Source: an optimization exercise on an open RTL-to-GDS flow (aim: small area). Production flows keep margins and buffers that such runs may drop.
At most, simulation tests tie the RTL to the original design; equivalence was not proved.
No driver is modelled on the clock port, so clocking that relies on it looks cheaper here than on a real chip.

==> delta <==
## maxer
module maxer(
    input clk,
    input rst,
    input maxing,
    input [784-1:0] ips_gen_out,
    output reg start_ips_gen,
    output reg next_ips_gen,
    output reg maxer_valid,
    output [24-1:0] threshold
    );
clock: 7.0 ns
lec_check: 0
cap_margin: 20
core_margin: 2
core_utilization: 22
slew_margin: 20
synth_hierarchical: 1
standard.sh (not shown) runs the stock make flow with config.mk's settings and CLKGATE_MAP_FILE= SYNTH_SCRIPT=/design/flow/synth_recipe.tcl, a recipe that flattens the netlist after the stock synthesis.
==> flow/flow/run.sh <==
#!/bin/bash
# Standard ORFS layout (the standard.sh, unchanged synthesis), with
# - the port buffers made of the smallest buffer cell instead of the default pick,
# - a clock tree of mid-size clock buffers and no dummy loads.
set -euo pipefail
export BUFFER_PORTS_ARGS="-buffer_cell sky130_fd_sc_hd__buf_1"
export CTS_ARGS="-sink_clustering_enable -sink_clustering_size 10 -sink_clustering_max_diameter 60 -repair_clock_nets -root_buf sky130_fd_sc_hd__clkbuf_8 -buf_list sky130_fd_sc_hd__clkbuf_8 -dont_use_dummy_load"
bash standard.sh finish > flow_make.log 2>&1
==> juniper (differences from delta) <==
--- a/flow/design.v
+++ b/flow/design.v
@@ -1,15 +1,16 @@
 `timescale 1ns/1ps
 module div_by_3(
     input  [7:0] p,
     output [24-1:0] op
     );
+  wire m67 = p[7] | p[6];
   wire s1748, c1749;
   fa u_s1748 (.a(p[0]), .b(p[2]), .c(p[4]), .s(s1748), .co(c1749));
   wire s1750, c1751;
-  fa u_s1750 (.a(p[6]), .b(p[7]), .c(s1748), .s(s1750), .co(c1751));
+  ha u_s1750 (.a(m67), .b(s1748), .s(s1750), .co(c1751));
   wire s1752, c1753;
   fa u_s1752 (.a(p[1]), .b(p[3]), .c(p[5]), .s(s1752), .co(c1753));
   wire s1754, c1755;
   fa u_s1754 (.a(p[7]), .b(c1749), .c(s1752), .s(s1754), .co(c1755));
   wire s1756, c1757;
   ha u_s1756 (.a(c1751), .b(s1754), .s(s1756), .co(c1757));
@@ -1801,37 +1802,53 @@
   always @(posedge clk) begin
     tq2 <= {c1747, s1746, s1744, s1740, s1732, s1724, s1718, s1714};
     tq3 <= tq2;
   end
   reg [7:0] c;
   reg       m;
+  wire hi    = c[7] & c[6];
+  wire is207 = hi & c[3] & c[2] & c[1] & c[0];
+  wire is206 = hi & c[3] & c[2] & c[1] & ~c[0];
+  wire is0   = c == 8'd0;
+  wire [7:0] t;      
+  assign t[0] = maxing;
+  genvar j;
+  generate
+    for (j = 1; j < 8; j = j + 1) begin : inc
+      assign t[j] = t[j-1] & c[j-1];
+    end
+  endgenerate
+  wire w = t[4] & hi;    
   always @(posedge clk, posedge rst) begin
     if (rst) begin
       c <= 8'd0;
       m <= 1'b0;
     end else begin
       m <= maxing;
-      if (maxing)
-        c <= (c == 8'd207) ? 8'd0 : c + 8'd1;
+      c <= {(c[7:6] ^ t[7:6]) & {2{~w}}, c[5] ^ t[5], c[4] ^ (t[4] & ~hi), c[3:0] ^ t[3:0]};
     end
   end
+  wire le201 = ~hi | ~c[3] | (~c[2] & ~c[1]);
+  wire ge4   = c[7:2] != 6'd0;
+  wire le204 = ~hi | ~(c[3] & c[2]) | (~c[1] & ~c[0]);
+  wire is4   = c[7:3] == 5'd0 && c[2] && !c[1] && !c[0];
   always @(*) begin
-    start_ips_gen = m && c == 8'd1;
-    maxer_valid   = m && c == 8'd207;
-    next_ips_gen  = c != 8'd0 && c <= 8'd201;
+    start_ips_gen = m && c[7:1] == 7'd0 && c[0];
+    maxer_valid   = m && is207;
+    next_ips_gen  = !is0 && le201;
   end
   reg  [7:0] peak;
   wire [8:0] gt;     
   assign gt[0] = 1'b0;
   genvar i;
   generate
     for (i = 0; i < 8; i = i + 1) begin : cmp
       assign gt[i+1] = (tq3[i] & ~peak[i]) | (tq3[i] & gt[i]) | (~peak[i] & gt[i]);
     end
   endgenerate
-  wire load = maxing ? (c >= 8'd4 && c <= 8'd204 && (c == 8'd4 || gt[8])) : c == 8'd206;
+  wire load = maxing ? (ge4 && le204 && (is4 || gt[8])) : is206;
   always @(posedge clk)
     if (load)
       peak <= tq3 & {8{maxing}};
   div_by_3 div1(.p(peak), .op(threshold));
 endmodule
 module fa(input a, input b, input c, output s, output co);
==> flow/flow/run.sh (replaced) <==
#!/bin/bash
# Standard ORFS layout (the standard.sh, unchanged synthesis), with
# - the port buffers made of the smallest buffer cell instead of the default pick,
set -euo pipefail
export BUFFER_PORTS_ARGS="-buffer_cell sky130_fd_sc_hd__buf_1"
L=orfs/logs/sky130hd/maxer/base

bash standard.sh place > make_place.log 2>&1
for buf in clkbuf_4 clkbuf_8 clkbuf_16; do
  export CTS_ARGS="-sink_clustering_enable -repair_clock_nets -root_buf sky130_fd_sc_hd__$buf -buf_list sky130_fd_sc_hd__$buf -dont_use_dummy_load"
  bash standard.sh cts > make_cts_$buf.log 2>&1
  openroad -no_init -exit flow/clk_slew.tcl > clk_slew_$buf.log 2>&1
  slew=$(awk '/^CLK_SLEW_PS/ {print $2}' clk_slew_$buf.log)
  echo "clock buffers $buf: worst flip-flop clock slew ${slew} ps"
  if awk -v s="$slew" 'BEGIN { exit !(s != "" && s <= 125) }'; then break; fi
  cp $L/4_1_cts.log cts_$buf.log || true
  bash standard.sh clean_cts > make_clean_cts_$buf.log 2>&1
done
bash standard.sh finish > make_finish.log 2>&1
==> flow/flow/clk_slew.tcl (new file) <==
# Worst slew at the flip-flop clock pins of the clock tree just built.
set P $::env(FLOW_HOME)/platforms/sky130hd
read_liberty $P/lib/sky130_fd_sc_hd__tt_025C_1v80.lib
read_db orfs/results/sky130hd/maxer/base/4_cts.odb
read_sdc orfs/results/sky130hd/maxer/base/4_cts.sdc
source $P/setRC.tcl
set_propagated_clock [all_clocks]
estimate_parasitics -placement
set mx 0
foreach p [get_pins -hierarchical */CLK] {
  set s [get_property $p slew_max]
  if { $s > $mx } { set mx $s }
}
puts "CLK_SLEW_PS [expr { $mx * 1000.0 }]"
==> harbor (differences from delta) <==
--- a/flow/design.v
+++ b/flow/design.v
@@ -1,15 +1,16 @@
 `timescale 1ns/1ps
 module div_by_3(
     input  [7:0] p,
     output [24-1:0] op
     );
+  wire m67 = p[7] | p[6];
   wire s1748, c1749;
   fa u_s1748 (.a(p[0]), .b(p[2]), .c(p[4]), .s(s1748), .co(c1749));
   wire s1750, c1751;
-  fa u_s1750 (.a(p[6]), .b(p[7]), .c(s1748), .s(s1750), .co(c1751));
+  ha u_s1750 (.a(m67), .b(s1748), .s(s1750), .co(c1751));
   wire s1752, c1753;
   fa u_s1752 (.a(p[1]), .b(p[3]), .c(p[5]), .s(s1752), .co(c1753));
   wire s1754, c1755;
   fa u_s1754 (.a(p[7]), .b(c1749), .c(s1752), .s(s1754), .co(c1755));
   wire s1756, c1757;
   ha u_s1756 (.a(c1751), .b(s1754), .s(s1756), .co(c1757));
@@ -1801,37 +1802,53 @@
   always @(posedge clk) begin
     tq2 <= {c1747, s1746, s1744, s1740, s1732, s1724, s1718, s1714};
     tq3 <= tq2;
   end
   reg [7:0] c;
   reg       m;
+  wire hi    = c[7] & c[6];
+  wire is207 = hi & c[3] & c[2] & c[1] & c[0];
+  wire is206 = hi & c[3] & c[2] & c[1] & ~c[0];
+  wire is0   = c == 8'd0;
+  wire [7:0] t;      
+  assign t[0] = maxing;
+  genvar j;
+  generate
+    for (j = 1; j < 8; j = j + 1) begin : inc
+      assign t[j] = t[j-1] & c[j-1];
+    end
+  endgenerate
+  wire w = t[4] & hi;    
   always @(posedge clk, posedge rst) begin
     if (rst) begin
       c <= 8'd0;
       m <= 1'b0;
     end else begin
       m <= maxing;
-      if (maxing)
-        c <= (c == 8'd207) ? 8'd0 : c + 8'd1;
+      c <= {(c[7:6] ^ t[7:6]) & {2{~w}}, c[5] ^ t[5], c[4] ^ (t[4] & ~hi), c[3:0] ^ t[3:0]};
     end
   end
+  wire le201 = ~hi | ~c[3] | (~c[2] & ~c[1]);
+  wire ge4   = c[7:2] != 6'd0;
+  wire le204 = ~hi | ~(c[3] & c[2]) | (~c[1] & ~c[0]);
+  wire is4   = c[7:3] == 5'd0 && c[2] && !c[1] && !c[0];
   always @(*) begin
-    start_ips_gen = m && c == 8'd1;
-    maxer_valid   = m && c == 8'd207;
-    next_ips_gen  = c != 8'd0 && c <= 8'd201;
+    start_ips_gen = m && c[7:1] == 7'd0 && c[0];
+    maxer_valid   = m && is207;
+    next_ips_gen  = !is0 && le201;
   end
   reg  [7:0] peak;
   wire [8:0] gt;     
   assign gt[0] = 1'b0;
   genvar i;
   generate
     for (i = 0; i < 8; i = i + 1) begin : cmp
       assign gt[i+1] = (tq3[i] & ~peak[i]) | (tq3[i] & gt[i]) | (~peak[i] & gt[i]);
     end
   endgenerate
-  wire load = maxing ? (c >= 8'd4 && c <= 8'd204 && (c == 8'd4 || gt[8])) : c == 8'd206;
+  wire load = maxing ? (ge4 && le204 && (is4 || gt[8])) : is206;
   always @(posedge clk)
     if (load)
       peak <= tq3 & {8{maxing}};
   div_by_3 div1(.p(peak), .op(threshold));
 endmodule
 module fa(input a, input b, input c, output s, output co);
==> flow/flow/run.sh (replaced) <==
#!/bin/bash
# Standard ORFS layout (the standard.sh, unchanged synthesis), with
# - the port buffers made of the smallest buffer cell instead of the default pick,
set -euo pipefail
export BUFFER_PORTS_ARGS="-buffer_cell sky130_fd_sc_hd__buf_1"
L=orfs/logs/sky130hd/maxer/base

bash standard.sh place > make_place.log 2>&1
for buf in clkbuf_4 clkbuf_8 clkbuf_16; do
  export CTS_ARGS="-sink_clustering_enable -repair_clock_nets -root_buf sky130_fd_sc_hd__$buf -buf_list sky130_fd_sc_hd__$buf -dont_use_dummy_load"
  bash standard.sh cts > make_cts_$buf.log 2>&1
  openroad -no_init -exit flow/clk_slew.tcl > clk_slew_$buf.log 2>&1
  slew=$(awk '/^CLK_SLEW_PS/ {print $2}' clk_slew_$buf.log)
  echo "clock buffers $buf: worst flip-flop clock slew ${slew} ps"
  if awk -v s="$slew" 'BEGIN { exit !(s != "" && s <= 120) }'; then break; fi
  cp $L/4_1_cts.log cts_$buf.log || true
  bash standard.sh clean_cts > make_clean_cts_$buf.log 2>&1
done
bash standard.sh finish > make_finish.log 2>&1
==> flow/flow/clk_slew.tcl (new file) <==
# Worst slew at the flip-flop clock pins of the clock tree just built.
set P $::env(FLOW_HOME)/platforms/sky130hd
read_liberty $P/lib/sky130_fd_sc_hd__tt_025C_1v80.lib
read_db orfs/results/sky130hd/maxer/base/4_cts.odb
read_sdc orfs/results/sky130hd/maxer/base/4_cts.sdc
source $P/setRC.tcl
set_propagated_clock [all_clocks]
estimate_parasitics -placement
set mx 0
foreach p [get_pins -hierarchical */CLK] {
  set s [get_property $p slew_max]
  if { $s > $mx } { set mx $s }
}
puts "CLK_SLEW_PS [expr { $mx * 1000.0 }]"
==> fjord (differences from delta) <==
--- a/flow/design.v
+++ b/flow/design.v
@@ -1,15 +1,16 @@
 `timescale 1ns/1ps
 module div_by_3(
     input  [7:0] p,
     output [24-1:0] op
     );
+  wire m67 = p[7] | p[6];
   wire s1748, c1749;
   fa u_s1748 (.a(p[0]), .b(p[2]), .c(p[4]), .s(s1748), .co(c1749));
   wire s1750, c1751;
-  fa u_s1750 (.a(p[6]), .b(p[7]), .c(s1748), .s(s1750), .co(c1751));
+  ha u_s1750 (.a(m67), .b(s1748), .s(s1750), .co(c1751));
   wire s1752, c1753;
   fa u_s1752 (.a(p[1]), .b(p[3]), .c(p[5]), .s(s1752), .co(c1753));
   wire s1754, c1755;
   fa u_s1754 (.a(p[7]), .b(c1749), .c(s1752), .s(s1754), .co(c1755));
   wire s1756, c1757;
   ha u_s1756 (.a(c1751), .b(s1754), .s(s1756), .co(c1757));
@@ -1801,37 +1802,53 @@
   always @(posedge clk) begin
     tq2 <= {c1747, s1746, s1744, s1740, s1732, s1724, s1718, s1714};
     tq3 <= tq2;
   end
   reg [7:0] c;
   reg       m;
+  wire hi    = c[7] & c[6];
+  wire is207 = hi & c[3] & c[2] & c[1] & c[0];
+  wire is206 = hi & c[3] & c[2] & c[1] & ~c[0];
+  wire is0   = c == 8'd0;
+  wire [7:0] t;      
+  assign t[0] = maxing;
+  genvar j;
+  generate
+    for (j = 1; j < 8; j = j + 1) begin : inc
+      assign t[j] = t[j-1] & c[j-1];
+    end
+  endgenerate
+  wire w = t[4] & hi;    
   always @(posedge clk, posedge rst) begin
     if (rst) begin
       c <= 8'd0;
       m <= 1'b0;
     end else begin
       m <= maxing;
-      if (maxing)
-        c <= (c == 8'd207) ? 8'd0 : c + 8'd1;
+      c <= {(c[7:6] ^ t[7:6]) & {2{~w}}, c[5] ^ t[5], c[4] ^ (t[4] & ~hi), c[3:0] ^ t[3:0]};
     end
   end
+  wire le201 = ~hi | ~c[3] | (~c[2] & ~c[1]);
+  wire ge4   = c[7:2] != 6'd0;
+  wire le204 = ~hi | ~(c[3] & c[2]) | (~c[1] & ~c[0]);
+  wire is4   = c[7:3] == 5'd0 && c[2] && !c[1] && !c[0];
   always @(*) begin
-    start_ips_gen = m && c == 8'd1;
-    maxer_valid   = m && c == 8'd207;
-    next_ips_gen  = c != 8'd0 && c <= 8'd201;
+    start_ips_gen = m && c[7:1] == 7'd0 && c[0];
+    maxer_valid   = m && is207;
+    next_ips_gen  = !is0 && le201;
   end
   reg  [7:0] peak;
   wire [8:0] gt;     
   assign gt[0] = 1'b0;
   genvar i;
   generate
     for (i = 0; i < 8; i = i + 1) begin : cmp
       assign gt[i+1] = (tq3[i] & ~peak[i]) | (tq3[i] & gt[i]) | (~peak[i] & gt[i]);
     end
   endgenerate
-  wire load = maxing ? (c >= 8'd4 && c <= 8'd204 && (c == 8'd4 || gt[8])) : c == 8'd206;
+  wire load = maxing ? (ge4 && le204 && (is4 || gt[8])) : is206;
   always @(posedge clk)
     if (load)
       peak <= tq3 & {8{maxing}};
   div_by_3 div1(.p(peak), .op(threshold));
 endmodule
 module fa(input a, input b, input c, output s, output co);
==> flow/flow/run.sh (replaced) <==
#!/bin/bash
# Standard ORFS layout (the standard.sh, unchanged synthesis), with
# - the port buffers made of the smallest buffer cell instead of the default pick,
set -euo pipefail
export BUFFER_PORTS_ARGS="-buffer_cell sky130_fd_sc_hd__buf_1"
L=orfs/logs/sky130hd/maxer/base

bash standard.sh place > make_place.log 2>&1
for buf in clkbuf_4 clkbuf_8 clkbuf_16; do
  export CTS_ARGS="-sink_clustering_enable -repair_clock_nets -root_buf sky130_fd_sc_hd__$buf -buf_list sky130_fd_sc_hd__$buf -dont_use_dummy_load"
  bash standard.sh cts > make_cts_$buf.log 2>&1
  openroad -no_init -exit flow/clk_slew.tcl > clk_slew_$buf.log 2>&1
  slew=$(awk '/^CLK_SLEW_PS/ {print $2}' clk_slew_$buf.log)
  echo "clock buffers $buf: worst flip-flop clock slew ${slew} ps"
  if awk -v s="$slew" 'BEGIN { exit !(s != "" && s <= 125) }'; then break; fi
  cp $L/4_1_cts.log cts_$buf.log || true
  bash standard.sh clean_cts > make_clean_cts_$buf.log 2>&1
done
bash standard.sh finish > make_finish.log 2>&1
==> flow/flow/clk_slew.tcl (new file) <==
# Worst slew at the flip-flop clock pins of the clock tree just built.
set P $::env(FLOW_HOME)/platforms/sky130hd
read_liberty $P/lib/sky130_fd_sc_hd__tt_025C_1v80.lib
read_db orfs/results/sky130hd/maxer/base/4_cts.odb
read_sdc orfs/results/sky130hd/maxer/base/4_cts.sdc
source $P/setRC.tcl
set_propagated_clock [all_clocks]
estimate_parasitics -placement
set mx 0
foreach p [get_pins -hierarchical */CLK] {
  set s [get_property $p slew_max]
  if { $s > $mx } { set mx $s }
}
puts "CLK_SLEW_PS [expr { $mx * 1000.0 }]"
--- a/flow/config.mk
+++ b/flow/config.mk
@@ -5,8 +5,9 @@
 export SDC_FILE = /design/flow/constraint.sdc
 export NUM_CORES = 4
 export LEC_CHECK = 0
 export CAP_MARGIN = 20
 export CORE_MARGIN = 2
 export CORE_UTILIZATION = 22
+export GPL_TIMING_DRIVEN = 0
 export SLEW_MARGIN = 20
 export SYNTH_HIERARCHICAL = 1
==> comparison table <==
                                                                               delta                juniper                  fjord                 harbor
# Taps                                                                            1144                   1134                   1134                   1134
Share of the synthesized area in compound gates (AO/OA/AOI/OAI)                 0.675%                 0.449%                 0.449%                 0.449%
Dpl hpwl                                                                      65400 µm               64900 µm               62900 µm               64900 µm
Run status                                            no timing/DRC/antenna violations  no timing/DRC/antenna violations  no timing/DRC/antenna violations  no timing/DRC/antenna violations
Layout cells sized above 1                                                      0.863%                  1.52%                  2.27%                  1.52%
Synth Area in Simple Gates                                                       1.34%                  1.03%                  1.03%                  1.03%
Worst hold-check slack                                                        0.326 ns               0.316 ns               0.327 ns               0.316 ns
Met3 usage in global routing                                                     2.14%                  2.41%                  2.97%                  1.93%
Slowest cell on the critical path                                sky130_fd_sc_hd__fa_1  sky130_fd_sc_hd__fa_1  sky130_fd_sc_hd__fa_2  sky130_fd_sc_hd__fa_1
Longest individual stage delay on the worst path                               0.61 ns                0.67 ns                0.65 ns                0.66 ns
Area grow syn2layout                                                             23.8%                  24.0%                  24.5%                  24.3%
Cell Count, Final, Fillers Out                                                    3004                   2982                   2999                   2983
Area share of fa/ha/maj cells after synthesis                                    88.6%                  89.2%                  89.2%                  89.2%
Ant. Diodes                                                                          5                      8                     12                      9
Placed cell area                                                             23100 µm²              23000 µm²              23100 µm²              23000 µm²
The RTL of delta was laid out without a check of its function.

[re-timing with driven ports]
In the flow no input, the clock included, has a driving cell. The finished layouts below were timed again as built, in two steps. Step 1 (the two cells are an assumption about what drives the block):
set clk [get_ports {clk}]
set_driving_cell -lib_cell sky130_fd_sc_hd__clkbuf_16 $clk
set_driving_cell -lib_cell sky130_fd_sc_hd__buf_2 [delete_from_list [all_inputs] $clk]
Step 2 adds t to the input delays and takes it off the output delays; t is the mean of the earliest and latest rising clock arrival at the registers after step 1. Input paths then give back, and output paths get back, about the clock's delay inside the block. Slacks: ideal / step 1 / step 2; pairs: ideal / step 1.
run	t (ns)	setup slack, ns	hold slack, ns	clock arrival spread, ns	slew at the worst register clock pin (ns)
delta	0.371	0.266 / 0.279 / -0.092	0.326 / 0.326 / 0.326	0.020 / 0.020	0.07 / 0.07
juniper	0.426	0.275 / 0.303 / -0.123	0.316 / 0.316 / 0.316	0.040 / 0.040	0.12 / 0.12
harbor	0.379	0.232 / 0.260 / -0.118	0.316 / 0.316 / 0.316	0.027 / 0.027	0.08 / 0.08
fjord	0.437	0.217 / 0.232 / -0.205	0.327 / 0.327 / 0.327	0.040 / 0.040	0.11 / 0.11
Met with ideal ports but missed after step 2: setup timing in every run listed. The setup slack of fjord, which loses most, moves by +0.015 ns with the drivers and by -0.422 ns with both steps.
